This is an optimization exercise on Yosys and OpenROAD, whose aim is small area, not a production implementation.
The RTL of this run was laid out without a check of its function.
Power figures rest on the tool's default switching activity, not on a simulated workload.

### config.mk
export PLATFORM = sky130hd
export DESIGN_NAME = udma_adc_rx_top
export DESIGN_NICKNAME = udma_adc_rx_top
export VERILOG_FILES = /design/flow/design.v
export SDC_FILE = /design/flow/constraint.sdc
export NUM_CORES = 4
export LEC_CHECK = 0
export CAP_MARGIN = 20
export CORE_AREA = 10 10 340 340
export DIE_AREA = 0 0 350 350
export SLEW_MARGIN = 20
### constraint.sdc
create_clock -name core_clock -period 10.0 [get_ports {sys_clk_i}]
set_input_delay 2.0000 -clock core_clock [delete_from_list [all_inputs] [get_ports {sys_clk_i}]]
set_output_delay 2.0000 -clock core_clock [all_outputs]
set_load 0.01 [all_outputs]
### design.v
module udma_adc_rx_reg_if #(
    parameter L2_AWIDTH_NOAL  = 12,
    parameter UDMA_TRANS_SIZE = 16,
    parameter TRANS_SIZE      = 16,
    parameter ADC_NUM_CHS     = 8
) (
	input  logic 	                  clk_i,
	input  logic   	                  rstn_i,
	input  logic               [31:0] cfg_data_i,
	input  logic                [7:0] cfg_addr_i,
	input  logic                      cfg_valid_i,
	input  logic                      cfg_rwn_i,
    output logic               [31:0] cfg_data_o,
	output logic                      cfg_ready_o,
    output logic [ADC_NUM_CHS-1:0] [L2_AWIDTH_NOAL-1:0] cfg_rx_startaddr_o,
    output logic [ADC_NUM_CHS-1:0][UDMA_TRANS_SIZE-1:0] cfg_rx_size_o,
    output logic [ADC_NUM_CHS-1:0]                [1:0] cfg_rx_datasize_o,
    output logic [ADC_NUM_CHS-1:0]                      cfg_rx_continuous_o,
    output logic [ADC_NUM_CHS-1:0]                      cfg_rx_en_o,
    output logic [ADC_NUM_CHS-1:0]                      cfg_rx_clr_o,
    input  logic [ADC_NUM_CHS-1:0]                      cfg_rx_en_i,
    input  logic [ADC_NUM_CHS-1:0]                      cfg_rx_pending_i,
    input  logic [ADC_NUM_CHS-1:0] [L2_AWIDTH_NOAL-1:0] cfg_rx_curr_addr_i,
    input  logic [ADC_NUM_CHS-1:0][UDMA_TRANS_SIZE-1:0] cfg_rx_bytes_left_i,
    output logic cfg_single_ch_mode_o
);
    logic [ADC_NUM_CHS-1:0][L2_AWIDTH_NOAL-1:0] r_rx_startaddr;
    logic [ADC_NUM_CHS-1:0]    [TRANS_SIZE-1:0] r_rx_size;
    logic [ADC_NUM_CHS-1:0]                     r_rx_continuous;
    logic [ADC_NUM_CHS-1:0]                     r_rx_en;
    logic [ADC_NUM_CHS-1:0]                     r_rx_clr;
    logic        r_single_ch_mode;
    logic  [2:0] s_reg_sel_w, s_reg_sel_r;
    logic  [4:0] s_ch_sel_w, s_ch_sel_r;
    assign s_reg_sel_w = (cfg_valid_i & ~cfg_rwn_i) ? cfg_addr_i[2:0] : 'h0;
    assign s_reg_sel_r = (cfg_valid_i &  cfg_rwn_i) ? cfg_addr_i[2:0] : 'h0;
    assign s_ch_sel_w  = (cfg_valid_i & ~cfg_rwn_i) ? cfg_addr_i[7:3] : 'h0;
    assign s_ch_sel_r  = (cfg_valid_i &  cfg_rwn_i) ? cfg_addr_i[7:3] : 'h0;
    assign cfg_rx_startaddr_o   = r_rx_startaddr;
    assign cfg_rx_datasize_o    = {ADC_NUM_CHS{2'b10}};
    assign cfg_rx_continuous_o  = r_rx_continuous;
    assign cfg_rx_en_o          = r_rx_en;
    assign cfg_rx_clr_o         = r_rx_clr;
    assign cfg_single_ch_mode_o = r_single_ch_mode;
    generate
        for (genvar I=0; I<ADC_NUM_CHS; I++) begin
            assign cfg_rx_size_o[I][TRANS_SIZE-1:0] = r_rx_size[I];
            if (UDMA_TRANS_SIZE > TRANS_SIZE)
                assign cfg_rx_size_o[I][UDMA_TRANS_SIZE-1:TRANS_SIZE] = '0;
        end
    endgenerate
    always_ff @(posedge clk_i, negedge rstn_i) begin
        if(~rstn_i) begin
            r_rx_startaddr  <=  'h0;
            r_rx_size       <=  'h0;
            r_rx_continuous <=  'h0;
            r_rx_en         <=  'h0;
            r_rx_clr        <=  'h0;
            r_single_ch_mode <= 1'b0;
        end 
        else begin
            r_rx_en         <=  'h0;
            r_rx_clr        <=  'h0;
            if (cfg_valid_i & ~cfg_rwn_i) begin
               case (s_reg_sel_w)
                    3'b000:
                      if (s_ch_sel_w < ADC_NUM_CHS)
                        r_rx_startaddr[s_ch_sel_w]   <= cfg_data_i[L2_AWIDTH_NOAL-1:0];
                    3'b001:
                      if (s_ch_sel_w < ADC_NUM_CHS)
                        r_rx_size[s_ch_sel_w]        <= cfg_data_i[TRANS_SIZE-1:0];
                    3'b010:
                      if (s_ch_sel_w < ADC_NUM_CHS)
                    begin
                        r_rx_clr[s_ch_sel_w]         <= cfg_data_i[5];
                        r_rx_en[s_ch_sel_w]          <= cfg_data_i[4];
                        r_rx_continuous[s_ch_sel_w]  <= cfg_data_i[0];
                    end
                    3'b100:
                        r_single_ch_mode             <= cfg_data_i[0];
               endcase
            end
        end
    end  
    always_comb begin
        cfg_data_o = '0;
        case (s_reg_sel_r)
            3'b000:
              if (s_ch_sel_r < ADC_NUM_CHS)
                cfg_data_o = cfg_rx_curr_addr_i[s_ch_sel_r];
            3'b001:
              if (s_ch_sel_r < ADC_NUM_CHS)
                cfg_data_o[UDMA_TRANS_SIZE-1:0] = cfg_rx_bytes_left_i[s_ch_sel_r];
            3'b010:
              if (s_ch_sel_r < ADC_NUM_CHS)
                cfg_data_o = {26'h0,cfg_rx_pending_i[s_ch_sel_r],cfg_rx_en_i[s_ch_sel_r],1'b0,2'b10,r_rx_continuous[s_ch_sel_r]};
            3'b100:
                cfg_data_o = {31'h0,r_single_ch_mode};
            default:
                cfg_data_o = '0;
        endcase
    end
    assign cfg_ready_o  = 1'b1;
endmodule 
module udma_adc_rx_top #(
  parameter L2_AWIDTH_NOAL  = 12,
  parameter UDMA_TRANS_SIZE = 16,
  parameter TRANS_SIZE      = 16,
  parameter ADC_DATA_WIDTH  = 32,
  parameter ADC_NUM_CHS     = 8,
  parameter CH_ID_LSB       = 28,
  parameter CH_ID_WIDTH     = 4  )
(
  input  logic                      sys_clk_i,       
  input  logic                      rst_ni,          
  input  logic               [31:0] cfg_data_i,
  input  logic                [7:0] cfg_addr_i,
  input  logic                      cfg_valid_i,
  input  logic                      cfg_rwn_i,
  output logic               [31:0] cfg_data_o,
  output logic                      cfg_ready_o,
  output logic [ADC_NUM_CHS-1:0] [L2_AWIDTH_NOAL-1:0] cfg_rx_startaddr_o,
  output logic [ADC_NUM_CHS-1:0][UDMA_TRANS_SIZE-1:0] cfg_rx_size_o,
  output logic [ADC_NUM_CHS-1:0]                      cfg_rx_continuous_o,
  output logic [ADC_NUM_CHS-1:0]                      cfg_rx_en_o,
  output logic [ADC_NUM_CHS-1:0]                      cfg_rx_clr_o,
  input  logic [ADC_NUM_CHS-1:0]                      cfg_rx_en_i,
  input  logic [ADC_NUM_CHS-1:0]                      cfg_rx_pending_i,
  input  logic [ADC_NUM_CHS-1:0] [L2_AWIDTH_NOAL-1:0] cfg_rx_curr_addr_i,
  input  logic [ADC_NUM_CHS-1:0][UDMA_TRANS_SIZE-1:0] cfg_rx_bytes_left_i,
  output logic [ADC_NUM_CHS-1:0]                [1:0] data_rx_datasize_o,
  output logic [ADC_NUM_CHS-1:0]               [31:0] data_rx_o,
  output logic [ADC_NUM_CHS-1:0]                      data_rx_valid_o,
  input  logic [ADC_NUM_CHS-1:0]                      data_rx_ready_i,
  input  logic                      adc_rx_valid_async_i,
  output logic                      adc_rx_valid_sync_o,
  input  logic [ADC_DATA_WIDTH-1:0] adc_rx_data_i,
  output logic [ADC_DATA_WIDTH-1:0] adc_rx_data_reg_o
);
  logic                 [2:0] adc_data_valid_sync;
  logic  [ADC_DATA_WIDTH-1:0] adc_data_sync;
  logic     [ADC_NUM_CHS-1:0] adc_udma_valid_SP, adc_udma_valid_SN;
  logic     adc_vld_edge, adc_vld_edge_del;
  logic     single_ch_mode;
  assign adc_rx_valid_sync_o = adc_vld_edge_del;
  assign adc_rx_data_reg_o   = adc_data_sync;
  assign data_rx_valid_o     = adc_udma_valid_SP;
  always_comb begin
    for (int i=0; i<ADC_NUM_CHS; i++) data_rx_o[i] = {{(32-ADC_DATA_WIDTH){1'b0}}, adc_data_sync};
  end
  always_ff @(posedge sys_clk_i, negedge rst_ni) begin
    if ( rst_ni == 1'b0 ) begin
      adc_data_valid_sync    <= '0;
      adc_data_sync          <= '0;
      adc_vld_edge_del       <= '0;
      adc_udma_valid_SP      <= '0;
    end
    else begin
      adc_data_valid_sync[0] <= adc_rx_valid_async_i;
      adc_data_valid_sync[1] <= adc_data_valid_sync[0];
      adc_data_valid_sync[2] <= adc_data_valid_sync[1];
      adc_vld_edge_del       <= adc_vld_edge;
      adc_udma_valid_SP      <= adc_udma_valid_SN;
      if (adc_vld_edge) adc_data_sync <= adc_rx_data_i;
    end
  end
  assign adc_vld_edge = adc_data_valid_sync[1] & ~adc_data_valid_sync[2];
  generate
    if (ADC_NUM_CHS == 1) begin
      always_comb begin
        adc_udma_valid_SN = adc_udma_valid_SP;
        if (adc_vld_edge)
          adc_udma_valid_SN[0] = 1'b1;
        else if (data_rx_ready_i[0])
          adc_udma_valid_SN[0] = 1'b0;
      end
    end
    else begin
      always_comb begin
        adc_udma_valid_SN = adc_udma_valid_SP;
        if (single_ch_mode) begin
          if (adc_vld_edge)
            adc_udma_valid_SN[0] = 1'b1;
          else if (data_rx_ready_i[0])
            adc_udma_valid_SN[0] = 1'b0;
        end
        else begin
          for (int i=0; i<ADC_NUM_CHS; i++) begin
            if ( (adc_vld_edge) && (adc_rx_data_i[CH_ID_LSB+CH_ID_WIDTH-1:CH_ID_LSB] == i) )
              adc_udma_valid_SN[i] = 1'b1;
            else if (data_rx_ready_i[i])
              adc_udma_valid_SN[i] = 1'b0;
          end
        end
      end
    end
  endgenerate
  udma_adc_rx_reg_if #(
    .L2_AWIDTH_NOAL  ( L2_AWIDTH_NOAL  ),
    .UDMA_TRANS_SIZE ( UDMA_TRANS_SIZE ),
    .TRANS_SIZE      ( TRANS_SIZE      ),
    .ADC_NUM_CHS     ( ADC_NUM_CHS     )
  ) udma_adc_rx_reg_if_i
  (
    .clk_i               ( sys_clk_i            ),
    .rstn_i              ( rst_ni               ),
    .cfg_data_i          ( cfg_data_i           ),
    .cfg_addr_i          ( cfg_addr_i           ),
    .cfg_valid_i         ( cfg_valid_i          ),
    .cfg_rwn_i           ( cfg_rwn_i            ),
    .cfg_data_o          ( cfg_data_o           ),
    .cfg_ready_o         ( cfg_ready_o          ),
    .cfg_rx_startaddr_o  ( cfg_rx_startaddr_o   ),
    .cfg_rx_size_o       ( cfg_rx_size_o        ),
    .cfg_rx_datasize_o   ( data_rx_datasize_o   ),
    .cfg_rx_continuous_o ( cfg_rx_continuous_o  ),
    .cfg_rx_en_o         ( cfg_rx_en_o          ),
    .cfg_rx_clr_o        ( cfg_rx_clr_o         ),
    .cfg_rx_en_i         ( cfg_rx_en_i          ),
    .cfg_rx_pending_i    ( cfg_rx_pending_i     ),
    .cfg_rx_curr_addr_i  ( cfg_rx_curr_addr_i   ),
    .cfg_rx_bytes_left_i ( cfg_rx_bytes_left_i  ),
    .cfg_single_ch_mode_o( single_ch_mode       )
  );
endmodule
### run.sh
#!/bin/bash
# synth_recipe.tcl (not shown) runs the flow's synth.tcl, then flattens the netlist and writes it again
# the make line also repeats each setting of config.mk as NAME=value (left out here)
make -C /OpenROAD-flow-scripts/flow DESIGN_CONFIG=/design/flow/config.mk WORK_HOME=/design/flow/orfs CLKGATE_MAP_FILE= SYNTH_SCRIPT=/design/flow/synth_recipe.tcl finish
==> run summary <==
-- through the flow --
step	worst slack [ns]	hold slack [ns]
floorplan	3.99	0.331
global placement	2.08	0.336
detailed placement	1.95	0.343
global route	2.15	0.368
finish	2.50	0.354
CTS	2.56	0.357
-- worst min path at each step --
| stage | slack, ns | end | depth (start not counted) | start |
|---|---|---|---|---|
| after floorplan | 0.33 | adc_data_valid_sync[1] | 0 | adc_data_valid_sync[0] |
| after CTS | 0.36 | adc_data_valid_sync[1] | 0 | adc_data_valid_sync[0] |
| after global routing | 0.37 | adc_data_valid_sync[1] | 0 | adc_data_valid_sync[0] |
| after global placement | 0.34 | adc_data_valid_sync[1] | 0 | adc_data_valid_sync[0] |
| final | 0.35 | adc_data_valid_sync[1] | 0 | adc_data_valid_sync[0] |
| after detailed placement | 0.34 | adc_data_valid_sync[1] | 0 | adc_data_valid_sync[0] |
-- area by class of cell --
| type | instances | area (um2) | area share |
|---|---|---|---|
| antenna | 10 | 25.0 | 0.000934 |
| clock buffer | 54 | 1080 | 0.0404 |
| clock inverter | 12 | 214 | 0.00799 |
| inverter | 25 | 93.8 | 0.00350 |
| multi-input combinational | 971 | 7230 | 0.270 |
| sequential | 293 | 7330 | 0.274 |
| tap | 1414 | 1770 | 0.0661 |
| timing repair buffer | 914 | 9040 | 0.338 |
-- worst max-delay path, cell delays in order --
cell and delay [ns]:
clkdlybuf4s50_1 0.59, nor2b_2 0.71, nand2_4 0.40, inv_2 0.77
ha_1 0.36, fa_1 0.30, nand3_1 0.18, a21o_1 0.22
nand2_1 0.17, nand3_1 0.11, ha_1 0.31, nand2b_1 0.13
nor2_1 0.13, o211ai_1 0.33, a311oi_1 0.70, a21oi_1 0.23
a32o_1 0.26
-- metal layers --
metal / vias to the layer above / part of all wire
li1: 6909 / -
met1: 8035 / 0.43
met2: 850 / 0.44
met3: 97 / 0.11
met4: 6 / 0.021
met5: - / 0.00057
-- cell families after synthesis --
kind of cell | Yosys count | share of synthesized area
fa+ha+maj | 16 | 0.0121
compound gates | 422 | 0.179
other cells | 2 | 0.000439
mux | 161 | 0.123
flops | 293 | 0.429
simple gates | 328 | 0.0921
xor+xnor | 11 | 0.00688
buf+inv | 419 | 0.158
-- cell usage after synthesis, drive strengths merged (29+ instances only) --
cell type and instances:
a21oi 29, a22o 66, buf 317, clkbuf 77
dfrtp 293, mux2 105, mux4 29, nand2 121
nand3 34, nor2 68, nor3 30, o211ai 32
o21ai 110
-- sequential cells by signal (all words and copies together), names as in the netlist --
signal,cells
adc_data_sync,32
adc_data_valid_sync,3
adc_udma_valid_SP,8
adc_vld_edge_del,1
udma_adc_rx_reg_if_i.r_rx_clr,8
udma_adc_rx_reg_if_i.r_rx_continuous,8
udma_adc_rx_reg_if_i.r_rx_en,8
udma_adc_rx_reg_if_i.r_rx_size,128
udma_adc_rx_reg_if_i.r_rx_startaddr,96
udma_adc_rx_reg_if_i.r_single_ch_mode,1
-- power groups by stage --
| stage | logic, mW | registers [mW] | clock network [mW] |
|---|---|---|---|
| finish | 1.07 | 1.38 | 1.45 |
| global route | 1.14 | 1.38 | 1.55 |
| CTS | 1.09 | 1.38 | 1.51 |
| detailed placement | 1.08 | 1.40 | 0 |
| global placement | 1.08 | 1.40 | 0 |
| floorplan | 0.545 | 1.32 | 0 |
==> flow_metrics.env <==
export IMPL_synth_top_flop_cell="dfrtp_1"
export IMPL_post_cts_setup_buffers=0
export IMPL_cts_resized=0
export IMPL_switching_share=0.322
export IMPL_p_leak_nw=10.6
export IMPL_grt_first_pass_wirelength_um=142000
export IMPL_core_um2=109000
export IMPL_ys_types=82
export IMPL_vias=15897
export IMPL_antenna_found_initial=13
export IMPL_path_class="primary input to flip-flop"
export IMPL_p_int_mw=2.64
export IMPL_die_area_um2=123000
export IMPL_met1_usage=0.211
export IMPL_final_common_cell="clkdlybuf4s50_1"
export IMPL_hold_class="flip-flop to flip-flop"
export IMPL_overflow=0
export IMPL_tightest_slew_ns=1.06
export IMPL_worstPathRequired_ns=10.47
export IMPL_start_util=0.158
export IMPL_avgRoutedWirePerCell_um=28.7
export IMPL_utilization=0.247
export IMPL_grt_busiest_layer="met2"
export IMPL_numCtsBuffers=37
export IMPL_drive_above_1_share=0.120
export IMPL_drt_initial_drc_count=1080
export IMPL_rsz0062_at_grt="false"
export IMPL_io_pins=919
export IMPL_pwr_share_clk=0.372
export IMPL_dieHeight_um=350
export IMPL_port_buffers=869
export IMPL_cts_root_buf="clkbuf_16"
export IMPL_htree_num_levels=2
export IMPL_final_cells=3693
export IMPL_routed_wl_um=106000
export IMPL_cp_arrival_ns=7.97
export IMPL_dp_hpwl_um=85100
export IMPL_worst_path_max_fanout=30
export IMPL_dpl_cell_area_um2=25400
export IMPL_seq_power_share=0.353
export IMPL_maxCapViolCount=0
export IMPL_p_sw_mw=1.26
export IMPL_grtUsageMet2=0.254
export IMPL_synthCells=1652
export IMPL_r2r_start="adc_data_valid_sync[2]"
export IMPL_combinationalPowerShare=0.275
export IMPL_slew_viol_final=0
export IMPL_r2r_end="adc_udma_valid_SP[2]"
export IMPL_path_clk_slew_ns=0.06
export IMPL_startpoint="cfg_valid_i"
export IMPL_p_per_area_nw_per_um2=146
export IMPL_layout_common_cells="865 x clkdlybuf4s50_1, 293 x dfrtp_1, 120 x nand2_1"
export IMPL_rows=121
export IMPL_use_met3=0.0657
export IMPL_finalHoldViolCount=0
export IMPL_r2r_cells=5
export IMPL_grt_start_max_net_pins=159
export IMPL_clk_latency_ns=0.59
export IMPL_status="timing/DRC/antenna clean"
export IMPL_cp_start_kind="primary input"
export IMPL_skew_ns=0.0202
export IMPL_max_vdd_ir_drop_mv=0.114
export IMPL_fill_cells=11622
export IMPL_synth_edf_count=0
export IMPL_vias_per_cell=4.30
export IMPL_grtUsageTotal=0.164
export IMPL_syn_area_um2=17100
export IMPL_yosysTopAreaCell="dfrtp_1"
export IMPL_cts_hold_fix_buffers=0
export IMPL_yosys_warnings=2
export IMPL_placedCellCount=3615
export IMPL_fin_crit_sh=0.750
export IMPL_design_power_total_mw=3.90
export IMPL_cts_tree="yes"
export IMPL_fmax_ghz=0.133
export IMPL_setup_viol=0
export IMPL_layout_nets=2583
export IMPL_synth_top_cell_area_share=0.429
export IMPL_syn_to_final_growth_pct=56.6
export IMPL_grt_pass1_vias=16549
export IMPL_synth_seq_cells=293
export IMPL_critPathCaptureType="flip-flop"
export IMPL_endpoint="udma_adc_rx_reg_if_i.r_rx_startaddr[74]"
export IMPL_die_x_um=350
export IMPL_yosys_top_cells_area="dfrtp_1 43%, buf_4 13%, mux2_2 6.8%"
export IMPL_clock_sinks=293
export IMPL_postSynthAreaPerCell_um2=10.4
export IMPL_drc=0
export IMPL_slew_headroom=0.287
export IMPL_async_flop_share=1.00
export IMPL_drt_pass1_iter_count=5
export IMPL_rrSetupSlack_ns=8.06
export IMPL_final_antenna_net_count=0
export IMPL_yosysSeqAreaShare=0.429
export IMPL_min_period_ns=7.50
export IMPL_clockBufferDepth=3
export IMPL_gp_congestion=0.902
export IMPL_finalSetupTns_ns=0
export IMPL_design_area_um2=26800

==> re-timing with driven ports <==
The flow's constraints put no driver on any port. The routed layout listed below was extracted and timed again, unchanged, in two steps. Step 1: set_driving_cell puts a clkbuf_16 on sys_clk_i and a buf_2 on each other input, an assumption about the parent block. Step 2, shift: input delay + t, output delay - t, t = (earliest + latest rising clock arrival at the registers) / 2. This alone moves slack from input paths to output paths. Slacks: ideal / step 1 / step 2; pairs: ideal / step 1.
t (ns): 0.655
slack for setup (ns): 2.498 / 2.524 / 1.869
worst hold slack (ns): 0.354 / 0.354 / 0.354
worst data-port slew with drivers (ns): 0.30
After both steps this run still meets setup and hold. The setup slack of this run moves by +0.026 ns with the drivers and by -0.629 ns with both steps.
